Context: an optimization exercise on an open-source flow, tuned for small area and a short achievable clock period. The choices shown serve that exercise and are no tape-out recipe.

==> run a: inputs <==
// adaptive_filter
module adaptive_filter(
    input wire clk,
    input wire rst_n,
    input wire [31:0] input_signal,
    input wire [31:0] desired_signal,
    output wire [31:0] filtered_signal
);
reg [15:0] d0, d1, d2, d3, d4, d5, d6;
reg [17:0] t6;       
reg [14:0] q7, t7;   
reg [14:0] e;        
reg [6:0]  es1_, es2_, es3_;  
reg [14:0] cnh;      
reg [30:0] ps, pb;   
reg [30:0] fh;       
reg [3:0]  cnt;      
reg        st;       
assign filtered_signal = {fh, 1'b0};
wire ev = cnt[3] | (cnt[2:0] == 3'd7);
wire [14:0] en = ev ? desired_signal[14:0] - {fh[13:0], 1'b0} : 15'd0;
wire [6:0] en0 = {en[12], en[10], en[8], en[6], en[4], en[2], en[0]};
wire [6:0] en1 = {en[13], en[11], en[9], en[7], en[5], en[3], en[1]};
wire tu_1 = cnh[10] ^ ((es1_[0] & q7[10]) | (es2_[0] & q7[9]) | (es3_[0] & t7[10]));
wire tu_2 = cnh[10] & ((es1_[0] & q7[10]) | (es2_[0] & q7[9]) | (es3_[0] & t7[10]));
wire tu_3 = cnh[11] ^ ((es1_[0] & q7[11]) | (es2_[0] & q7[10]) | (es3_[0] & t7[11])) ^ ((es1_[1] & q7[9]) | (es2_[1] & q7[8]) | (es3_[1] & t7[9]));
wire tu_4 = (cnh[11] & ((es1_[0] & q7[11]) | (es2_[0] & q7[10]) | (es3_[0] & t7[11]))) | (((es1_[1] & q7[9]) | (es2_[1] & q7[8]) | (es3_[1] & t7[9])) & (cnh[11] ^ ((es1_[0] & q7[11]) | (es2_[0] & q7[10]) | (es3_[0] & t7[11]))));
wire tu_5 = cnh[12] ^ ((es1_[0] & q7[12]) | (es2_[0] & q7[11]) | (es3_[0] & t7[12])) ^ ((es1_[1] & q7[10]) | (es2_[1] & q7[9]) | (es3_[1] & t7[10]));
wire tu_6 = (cnh[12] & ((es1_[0] & q7[12]) | (es2_[0] & q7[11]) | (es3_[0] & t7[12]))) | (((es1_[1] & q7[10]) | (es2_[1] & q7[9]) | (es3_[1] & t7[10])) & (cnh[12] ^ ((es1_[0] & q7[12]) | (es2_[0] & q7[11]) | (es3_[0] & t7[12]))));
wire tu_7 = ((es1_[2] & q7[8]) | (es2_[2] & q7[7]) | (es3_[2] & t7[8])) ^ ((es1_[3] & q7[6]) | (es2_[3] & q7[5]) | (es3_[3] & t7[6]));
wire tu_8 = ((es1_[2] & q7[8]) | (es2_[2] & q7[7]) | (es3_[2] & t7[8])) & ((es1_[3] & q7[6]) | (es2_[3] & q7[5]) | (es3_[3] & t7[6]));
wire tu_9 = cnh[13] ^ ((es1_[0] & q7[13]) | (es2_[0] & q7[12]) | (es3_[0] & t7[13])) ^ ((es1_[1] & q7[11]) | (es2_[1] & q7[10]) | (es3_[1] & t7[11]));
wire tu_10 = (cnh[13] & ((es1_[0] & q7[13]) | (es2_[0] & q7[12]) | (es3_[0] & t7[13]))) | (((es1_[1] & q7[11]) | (es2_[1] & q7[10]) | (es3_[1] & t7[11])) & (cnh[13] ^ ((es1_[0] & q7[13]) | (es2_[0] & q7[12]) | (es3_[0] & t7[13]))));
  ...
Settings: LEC_CHECK=0, CAP_MARGIN=20, CORE_MARGIN=2, CORE_UTILIZATION=55, SETUP_SLACK_MARGIN=3.5, SLEW_MARGIN=20; clock period 7.5 ns.
run.sh (not shown) runs the stock make flow with config.mk's settings and CLKGATE_MAP_FILE= SYNTH_SCRIPT=/design/flow/synth_recipe.tcl, a recipe that flattens the netlist after the stock synthesis.
==> inputs of run b, as changes to run a <==
==> flow/flow/run.sh (new file) <==
#!/bin/bash
# Own layout flow: the standard flow (standard.sh, standard synthesis)
# with two changes:
# 1. Each input and output port gets a plain sky130_fd_sc_hd__buf_2 as its
#    port buffer (the standard flow picks clkdlybuf4s50_1, a slower and
#    larger delay cell). Every port is still buffered.
# 2. Clock tree synthesis runs with ORFS's usual arguments plus
#    -dont_use_dummy_load (no extra load cells hung on the clock tree).
set -euo pipefail
cd "$(dirname "$0")/.."
sed -e 's#^make \(.*\) "\${@:-finish}"$#make \1 "BUFFER_PORTS_ARGS=-buffer_cell sky130_fd_sc_hd__buf_2" "CTS_ARGS=-sink_clustering_enable -repair_clock_nets -dont_use_dummy_load" "${@:-finish}"#' \
  standard.sh > own_standard.sh
bash own_standard.sh finish > own_flow.log 2>&1
==> flow/standard.sh (new file) <==
#!/bin/bash
# synth_recipe.tcl (not shown) runs the flow's synth.tcl, then flattens the netlist and writes it again
# the make line also repeats each setting of config.mk as NAME=value (left out here)
make -C /OpenROAD-flow-scripts/flow DESIGN_CONFIG=/design/flow/config.mk WORK_HOME=/design/flow/orfs CLKGATE_MAP_FILE= SYNTH_SCRIPT=/design/flow/synth_recipe.tcl "${@:-finish}"
removed: flow/run.sh
==> inputs of run c, as changes to run a <==
==> flow/flow/run.sh (new file) <==
#!/bin/bash
# Own layout flow: the standard flow (standard.sh) unchanged, except that
# the synthesis skips the generic 'abc -fast' pass that Yosys's synth runs
# before ORFS extracts full/half adders. Without it, the adder trees written
# in the RTL reach extract_fa as written, and ABC maps the remaining logic
# once, at the end, as in the standard flow. Registers, names and every
# later step are the standard ones.
set -euo pipefail
cd "$(dirname "$0")/.."
sed '1s/.*/proc synth {args} { if {[lsearch -exact $args fine:] >= 0} { yosys synth -nofsm -noshare -noabc {*}$args } else { yosys synth -nofsm -noshare {*}$args } }/' \
  synth_recipe.tcl > own_synth.tcl
head -1 own_synth.tcl > own_synth.head.log
sed 's#synth_recipe\.tcl#own_synth.tcl#g' standard.sh > own_standard.sh
bash own_standard.sh finish > own_flow.log 2>&1
==> flow/standard.sh (new file) <==
#!/bin/bash
# synth_recipe.tcl (not shown) runs the flow's synth.tcl, then flattens the netlist and writes it again
# the make line also repeats each setting of config.mk as NAME=value (left out here)
make -C /OpenROAD-flow-scripts/flow DESIGN_CONFIG=/design/flow/config.mk WORK_HOME=/design/flow/orfs CLKGATE_MAP_FILE= SYNTH_SCRIPT=/design/flow/synth_recipe.tcl "${@:-finish}"
removed: flow/run.sh
==> run notes <==
The via count of the first global-routing pass came out at about 14000. The die boundary height came out at roughly 190 um. The total global routing track utilization came out at 0.2862. The run finished with no timing, DRC or antenna violations.
That was run a.
==> run notes <==
For this block, the initial DRC count from the detailed router was 1555. The flow ran to the end and the layout has no timing, DRC or antenna violations. The die is roughly 190 um tall. The total global routing track utilization is 0.2823.
That was run b.
==> run notes <==
The run finished with no timing, DRC or antenna violations. The via count of the first global-routing pass came out at around 13000. The total global routing track utilization is 0.2714. The die boundary height is about 180 um. The final critical-path share of the clock period came out at 0.5398. The layout has slightly above 40 clock buffers.
That was run c.
No functional check of the RTL was part of any run of this note.

==> trial 16 <==
adaptive_filter, a different RTL version from the one above (not shown whole).
Settings: LEC_CHECK=0, CAP_MARGIN=20, CORE_MARGIN=2, CORE_UTILIZATION=55, SETUP_SLACK_MARGIN=3.5, SLEW_MARGIN=20; clock period 7.5 ns.
standard.sh (not shown) runs the stock make flow with config.mk's settings and CLKGATE_MAP_FILE= SYNTH_SCRIPT=/design/flow/synth_recipe.tcl, a recipe that flattens the netlist after the stock synthesis.
==> flow/flow/run.sh <==
#!/bin/bash
# Own layout flow: the standard flow (standard.sh) with three changes:
# 1. The synthesis skips the generic 'abc -fast' pass that Yosys's synth runs
#    before ORFS extracts full/half adders, so the adder trees written in the
#    RTL reach extract_fa as written; ABC still maps all remaining logic at
#    the end, as in the standard flow. Registers and their names are the
#    standard synthesis's.
# 2. Each input and output port gets a plain sky130_fd_sc_hd__buf_2 as its
#    port buffer (the standard flow picks clkdlybuf4s50_1, a slower and
#    larger delay cell). Every port is still buffered.
# 3. Clock tree synthesis runs with ORFS's usual arguments plus
#    -dont_use_dummy_load (no extra load cells hung on the clock tree).
set -euo pipefail
cd "$(dirname "$0")/.."
sed '1s/.*/proc synth {args} { if {[lsearch -exact $args fine:] >= 0} { yosys synth -nofsm -noshare -noabc {*}$args } else { yosys synth -nofsm -noshare {*}$args } }/' \
  synth_recipe.tcl > own_synth.tcl
sed -e 's#synth_recipe\.tcl#own_synth.tcl#g' \
    -e 's#^make \(.*\) "\${@:-finish}"$#make \1 "BUFFER_PORTS_ARGS=-buffer_cell sky130_fd_sc_hd__buf_2" "CTS_ARGS=-sink_clustering_enable -repair_clock_nets -dont_use_dummy_load" "${@:-finish}"#' \
  standard.sh > own_standard.sh
bash own_standard.sh finish > own_flow.log 2>&1
==> inputs of build 56, as changes to trial 16 <==
--- a/flow/design.v
+++ b/flow/design.v
@@ -13,13 +13,14 @@
 reg [30:0] ps, pb;   
 reg [30:0] fh;       
 reg [3:0]  cnt;      
 reg        st;       
 assign filtered_signal = {fh, 1'b0};
 wire ev = cnt[3] | (cnt[2:0] == 3'd7);
-wire [14:0] e = desired_signal[14:0] - {fh[13:0], 1'b0};
+wire [14:0] F = {fh[13:0], 1'b0};
+wire [14:0] H = ~F + ~{F[12:0], 2'b00} + 15'd2;
 wire es1_0 = e5[0] & ~e5[1];
 wire es2_0 = ~e5[0] & e5[1];
 wire es3_0 = e5[0] & e5[1];
 wire es1_1 = e5[2] & ~e5[3];
 wire es2_1 = ~e5[2] & e5[3];
 wire es3_1 = e5[2] & e5[3];
@@ -350,12 +351,40 @@
 wire tp_189 = ((cs2_6 & d6[15]) | (cs3_6 & t6[16])) ^ ((cnh[14] & d6[14])) ^ tp_140;
 wire tp_190 = (((cs2_6 & d6[15]) | (cs3_6 & t6[16])) & ((cnh[14] & d6[14]))) | (tp_140 & (((cs2_6 & d6[15]) | (cs3_6 & t6[16])) ^ ((cnh[14] & d6[14]))));
 wire tp_191 = ((cs3_6 & t6[17])) ^ ((cnh[14] & d6[15]));
 wire tp_192 = ((cs3_6 & t6[17])) & ((cnh[14] & d6[15]));
 wire [30:0] psa = {tp_192, tp_191, tp_189, tp_187, tp_184, tp_182, tp_181, tp_178, tp_176, tp_174, tp_172, tp_170, tp_168, tp_166, tp_164, tp_162, tp_160, tp_158, tp_156, tp_154, tp_152, tp_150, tp_148, tp_146, tp_144, tp_142, ((cs1_2 & d6[0]) | (cs3_2 & t6[0])), ((cs1_0 & d6[3]) | (cs2_0 & d6[2]) | (cs3_0 & t6[3])), ((cs1_0 & d6[2]) | (cs2_0 & d6[1]) | (cs3_0 & t6[2])), ((cs1_0 & d6[1]) | (cs2_0 & d6[0]) | (cs3_0 & t6[1])), ((cs1_0 & d6[0]) | (cs3_0 & t6[0]))};
 wire [30:0] psb = {1'b0, tp_190, tp_188, tp_186, tp_185, tp_183, tp_180, tp_179, tp_177, tp_175, tp_173, tp_171, tp_169, tp_167, tp_165, tp_163, tp_161, tp_159, tp_157, tp_155, tp_153, tp_151, tp_149, tp_147, tp_145, tp_143, tp_141, ((cs1_1 & d6[1]) | (cs2_1 & d6[0]) | (cs3_1 & t6[1])), ((cs1_1 & d6[0]) | (cs3_1 & t6[0])), 1'b0, 1'b0};
+wire te_1 = desired_signal[2] ^ desired_signal[0];
+wire te_2 = desired_signal[2] & desired_signal[0];
+wire te_3 = desired_signal[3] ^ desired_signal[1] ^ H[3];
+wire te_4 = (desired_signal[3] & desired_signal[1]) | (H[3] & (desired_signal[3] ^ desired_signal[1]));
+wire te_5 = desired_signal[4] ^ desired_signal[2] ^ H[4];
+wire te_6 = (desired_signal[4] & desired_signal[2]) | (H[4] & (desired_signal[4] ^ desired_signal[2]));
+wire te_7 = desired_signal[5] ^ desired_signal[3] ^ H[5];
+wire te_8 = (desired_signal[5] & desired_signal[3]) | (H[5] & (desired_signal[5] ^ desired_signal[3]));
+wire te_9 = desired_signal[6] ^ desired_signal[4] ^ H[6];
+wire te_10 = (desired_signal[6] & desired_signal[4]) | (H[6] & (desired_signal[6] ^ desired_signal[4]));
+wire te_11 = desired_signal[7] ^ desired_signal[5] ^ H[7];
+wire te_12 = (desired_signal[7] & desired_signal[5]) | (H[7] & (desired_signal[7] ^ desired_signal[5]));
+wire te_13 = desired_signal[8] ^ desired_signal[6] ^ H[8];
+wire te_14 = (desired_signal[8] & desired_signal[6]) | (H[8] & (desired_signal[8] ^ desired_signal[6]));
+wire te_15 = desired_signal[9] ^ desired_signal[7] ^ H[9];
+wire te_16 = (desired_signal[9] & desired_signal[7]) | (H[9] & (desired_signal[9] ^ desired_signal[7]));
+wire te_17 = desired_signal[10] ^ desired_signal[8] ^ H[10];
+wire te_18 = (desired_signal[10] & desired_signal[8]) | (H[10] & (desired_signal[10] ^ desired_signal[8]));
+wire te_19 = desired_signal[11] ^ desired_signal[9] ^ H[11];
+wire te_20 = (desired_signal[11] & desired_signal[9]) | (H[11] & (desired_signal[11] ^ desired_signal[9]));
+wire te_21 = desired_signal[12] ^ desired_signal[10] ^ H[12];
+wire te_22 = (desired_signal[12] & desired_signal[10]) | (H[12] & (desired_signal[12] ^ desired_signal[10]));
+wire te_23 = desired_signal[13] ^ desired_signal[11] ^ H[13];
+wire te_24 = (desired_signal[13] & desired_signal[11]) | (H[13] & (desired_signal[13] ^ desired_signal[11]));
+wire te_25 = desired_signal[14] ^ desired_signal[12] ^ H[14];
+wire te_26 = (desired_signal[14] & desired_signal[12]) | (H[14] & (desired_signal[14] ^ desired_signal[12]));
+wire [14:0] esa = {te_24, te_22, te_20, te_18, te_16, te_14, te_12, te_10, te_8, te_6, te_4, te_2, H[2], desired_signal[1], desired_signal[0]};
+wire [14:0] esb = {te_25, te_23, te_21, te_19, te_17, te_15, te_13, te_11, te_9, te_7, te_5, te_3, te_1, H[1], H[0]};
 always @(posedge clk) begin
     d0 <= input_signal[15:0];
     d1 <= d0; d2 <= d1; d3 <= d2; d4 <= d3; d5 <= d4; d6 <= d5;
     t6 <= {2'b00, d5} + {1'b0, d5, 1'b0};
     d7 <= d6[14:0];
     t7 <= t6[14:0];
@@ -369,12 +398,12 @@
         e5  <= 15'd0;
         cnh <= 15'd0;
         fh  <= 31'd0;
     end else begin
         if (!cnt[3]) cnt <= cnt + 4'd1;
         st  <= 1'b1;
-        e5  <= ev ? e + {e[12:0], 2'b00} : 15'd0;
+        e5  <= ev ? esa + esb : 15'd0;
         cnh <= usa + usb;
         fh  <= st ? fh + ps + pb : 31'd0;
     end
 end
 endmodule
==> inputs of trial 78, as changes to trial 16 <==
--- a/flow/design.v
+++ b/flow/design.v
@@ -13,13 +13,14 @@
 reg [30:0] ps, pb;   
 reg [30:0] fh;       
 reg [3:0]  cnt;      
 reg        st;       
 assign filtered_signal = {fh, 1'b0};
 wire ev = cnt[3] | (cnt[2:0] == 3'd7);
-wire [14:0] e = desired_signal[14:0] - {fh[13:0], 1'b0};
+wire [14:0] F = {fh[13:0], 1'b0};
+wire [14:0] H = ~F + ~{F[12:0], 2'b00} + 15'd2;
 wire es1_0 = e5[0] & ~e5[1];
 wire es2_0 = ~e5[0] & e5[1];
 wire es3_0 = e5[0] & e5[1];
 wire es1_1 = e5[2] & ~e5[3];
 wire es2_1 = ~e5[2] & e5[3];
 wire es3_1 = e5[2] & e5[3];
@@ -350,12 +351,40 @@
 wire tp_189 = ((cs2_6 & d6[15]) | (cs3_6 & t6[16])) ^ ((cnh[14] & d6[14])) ^ tp_140;
 wire tp_190 = (((cs2_6 & d6[15]) | (cs3_6 & t6[16])) & ((cnh[14] & d6[14]))) | (tp_140 & (((cs2_6 & d6[15]) | (cs3_6 & t6[16])) ^ ((cnh[14] & d6[14]))));
 wire tp_191 = ((cs3_6 & t6[17])) ^ ((cnh[14] & d6[15]));
 wire tp_192 = ((cs3_6 & t6[17])) & ((cnh[14] & d6[15]));
 wire [30:0] psa = {tp_192, tp_191, tp_189, tp_187, tp_184, tp_182, tp_181, tp_178, tp_176, tp_174, tp_172, tp_170, tp_168, tp_166, tp_164, tp_162, tp_160, tp_158, tp_156, tp_154, tp_152, tp_150, tp_148, tp_146, tp_144, tp_142, ((cs1_2 & d6[0]) | (cs3_2 & t6[0])), ((cs1_0 & d6[3]) | (cs2_0 & d6[2]) | (cs3_0 & t6[3])), ((cs1_0 & d6[2]) | (cs2_0 & d6[1]) | (cs3_0 & t6[2])), ((cs1_0 & d6[1]) | (cs2_0 & d6[0]) | (cs3_0 & t6[1])), ((cs1_0 & d6[0]) | (cs3_0 & t6[0]))};
 wire [30:0] psb = {1'b0, tp_190, tp_188, tp_186, tp_185, tp_183, tp_180, tp_179, tp_177, tp_175, tp_173, tp_171, tp_169, tp_167, tp_165, tp_163, tp_161, tp_159, tp_157, tp_155, tp_153, tp_151, tp_149, tp_147, tp_145, tp_143, tp_141, ((cs1_1 & d6[1]) | (cs2_1 & d6[0]) | (cs3_1 & t6[1])), ((cs1_1 & d6[0]) | (cs3_1 & t6[0])), 1'b0, 1'b0};
+wire te_1 = desired_signal[2] ^ desired_signal[0];
+wire te_2 = desired_signal[2] & desired_signal[0];
+wire te_3 = desired_signal[3] ^ desired_signal[1] ^ H[3];
+wire te_4 = (desired_signal[3] & desired_signal[1]) | (H[3] & (desired_signal[3] ^ desired_signal[1]));
+wire te_5 = desired_signal[4] ^ desired_signal[2] ^ H[4];
+wire te_6 = (desired_signal[4] & desired_signal[2]) | (H[4] & (desired_signal[4] ^ desired_signal[2]));
+wire te_7 = desired_signal[5] ^ desired_signal[3] ^ H[5];
+wire te_8 = (desired_signal[5] & desired_signal[3]) | (H[5] & (desired_signal[5] ^ desired_signal[3]));
+wire te_9 = desired_signal[6] ^ desired_signal[4] ^ H[6];
+wire te_10 = (desired_signal[6] & desired_signal[4]) | (H[6] & (desired_signal[6] ^ desired_signal[4]));
+wire te_11 = desired_signal[7] ^ desired_signal[5] ^ H[7];
+wire te_12 = (desired_signal[7] & desired_signal[5]) | (H[7] & (desired_signal[7] ^ desired_signal[5]));
+wire te_13 = desired_signal[8] ^ desired_signal[6] ^ H[8];
+wire te_14 = (desired_signal[8] & desired_signal[6]) | (H[8] & (desired_signal[8] ^ desired_signal[6]));
+wire te_15 = desired_signal[9] ^ desired_signal[7] ^ H[9];
+wire te_16 = (desired_signal[9] & desired_signal[7]) | (H[9] & (desired_signal[9] ^ desired_signal[7]));
+wire te_17 = desired_signal[10] ^ desired_signal[8] ^ H[10];
+wire te_18 = (desired_signal[10] & desired_signal[8]) | (H[10] & (desired_signal[10] ^ desired_signal[8]));
+wire te_19 = desired_signal[11] ^ desired_signal[9] ^ H[11];
+wire te_20 = (desired_signal[11] & desired_signal[9]) | (H[11] & (desired_signal[11] ^ desired_signal[9]));
+wire te_21 = desired_signal[12] ^ desired_signal[10] ^ H[12];
+wire te_22 = (desired_signal[12] & desired_signal[10]) | (H[12] & (desired_signal[12] ^ desired_signal[10]));
+wire te_23 = desired_signal[13] ^ desired_signal[11] ^ H[13];
+wire te_24 = (desired_signal[13] & desired_signal[11]) | (H[13] & (desired_signal[13] ^ desired_signal[11]));
+wire te_25 = desired_signal[14] ^ desired_signal[12] ^ H[14];
+wire te_26 = (desired_signal[14] & desired_signal[12]) | (H[14] & (desired_signal[14] ^ desired_signal[12]));
+wire [14:0] esa = {te_24, te_22, te_20, te_18, te_16, te_14, te_12, te_10, te_8, te_6, te_4, te_2, H[2], desired_signal[1], desired_signal[0]};
+wire [14:0] esb = {te_25, te_23, te_21, te_19, te_17, te_15, te_13, te_11, te_9, te_7, te_5, te_3, te_1, H[1], H[0]};
 always @(posedge clk) begin
     d0 <= input_signal[15:0];
     d1 <= d0; d2 <= d1; d3 <= d2; d4 <= d3; d5 <= d4; d6 <= d5;
     t6 <= {2'b00, d5} + {1'b0, d5, 1'b0};
     d7 <= d6[14:0];
     t7 <= t6[14:0];
@@ -369,12 +398,12 @@
         e5  <= 15'd0;
         cnh <= 15'd0;
         fh  <= 31'd0;
     end else begin
         if (!cnt[3]) cnt <= cnt + 4'd1;
         st  <= 1'b1;
-        e5  <= ev ? e + {e[12:0], 2'b00} : 15'd0;
+        e5  <= ev ? esa + esb : 15'd0;
         cnh <= usa + usb;
         fh  <= st ? fh + ps + pb : 31'd0;
     end
 end
 endmodule
SETUP_SLACK_MARGIN = 3.3   (was 3.5)
==> run notes <==
Start point of the worst hold path: trial 16 d1[4]$_DFF_P_; trial 78 d3[7]$_DFF_P_; build 56 d3[3]$_DFF_P_
Status: trial 16 complete, no violations; trial 78 complete, no violations; build 56 complete, no violations
Wire length per cell: trial 16 21.5 µm; trial 78 22.5 µm; build 56 22.5 µm
Initial cell density of the core: trial 16 0.555; trial 78 0.560; build 56 0.560
Compound-gate portion of the synthesized area: trial 16 0.149; trial 78 0.142; build 56 0.142
Met3 WL: trial 16 2.18 mm; trial 78 2.32 mm; build 56 2.44 mm
Crit path depth: trial 16 18; trial 78 11; build 56 13
Worst hold slack: trial 16 318 ps; trial 78 314 ps; build 56 314 ps
Invs w/o clock: trial 16 39; trial 78 36; build 56 36
Total Routed Length: trial 16 42.6 mm; trial 78 43.5 mm; build 56 43.9 mm
Register area share after synthesis: trial 16 0.345; trial 78 0.340; build 56 0.340
Unrepaired setup endpoints after global routing: trial 16 true; trial 78 false; build 56 true
Post-route insts no fill: trial 16 1977; trial 78 1935; build 56 1957
Mean post-synth cell area: trial 16 11.6 µm²; trial 78 11.9 µm²; build 56 11.9 µm²
Final-layout fill cell count: trial 16 2551; trial 78 2621; build 56 2544
CLK BUF: trial 16 31; trial 78 30; build 56 31
Non-clock buffer share: trial 16 0.0423; trial 78 0.0300; build 56 0.0375
Post-CTS Setup Inserts: trial 16 19; trial 78 1; build 56 9
Wire length of the first global-routing pass: trial 16 68.6 mm; trial 78 69.1 mm; build 56 70.1 mm
Worst relative slew slack: trial 16 0.313; trial 78 0.371; build 56 0.303
Overall track demand over capacity in global routing: trial 16 0.265; trial 78 0.268; build 56 0.269
No functional check of the RTL was part of any run of this note.

## separate check: timing with driven ports
The flow's constraints put no driver on any port. The routed layouts listed below were extracted and timed again, unchanged, in two steps.
Step 1, drivers: a clkbuf_16 drives clk and a buf_2 each remaining input, both assumed.
Step 2 times the ports against the registers' clock, not the clock port: input delays grow and output delays shrink by t, the midpoint of the rising clock arrivals with the driver on.
a / b / c = ideal ports / drivers / drivers and shift; a / b = the first two.
run | t (ns) | setup WS [ns] | clock arrival spread, ns
run a | 0.629 | 3.568 / 3.568 / 3.136 | 0.042 / 0.042
run b | 0.604 | 3.620 / 3.620 / 3.455 | 0.065 / 0.064
run c | 0.636 | 3.451 / 3.451 / 3.214 | 0.017 / 0.016
trial 16 | 0.606 | 3.228 / 3.252 / 2.646 | 0.072 / 0.072
build 56 | 0.601 | 3.577 / 3.577 / 3.098 | 0.065 / 0.065
trial 78 | 0.614 | 3.466 / 3.466 / 3.173 | 0.064 / 0.064
After both steps every run listed still meets setup and hold. The setup slack of trial 16, which loses most, moves by +0.024 ns with the drivers and by -0.582 ns with both steps.
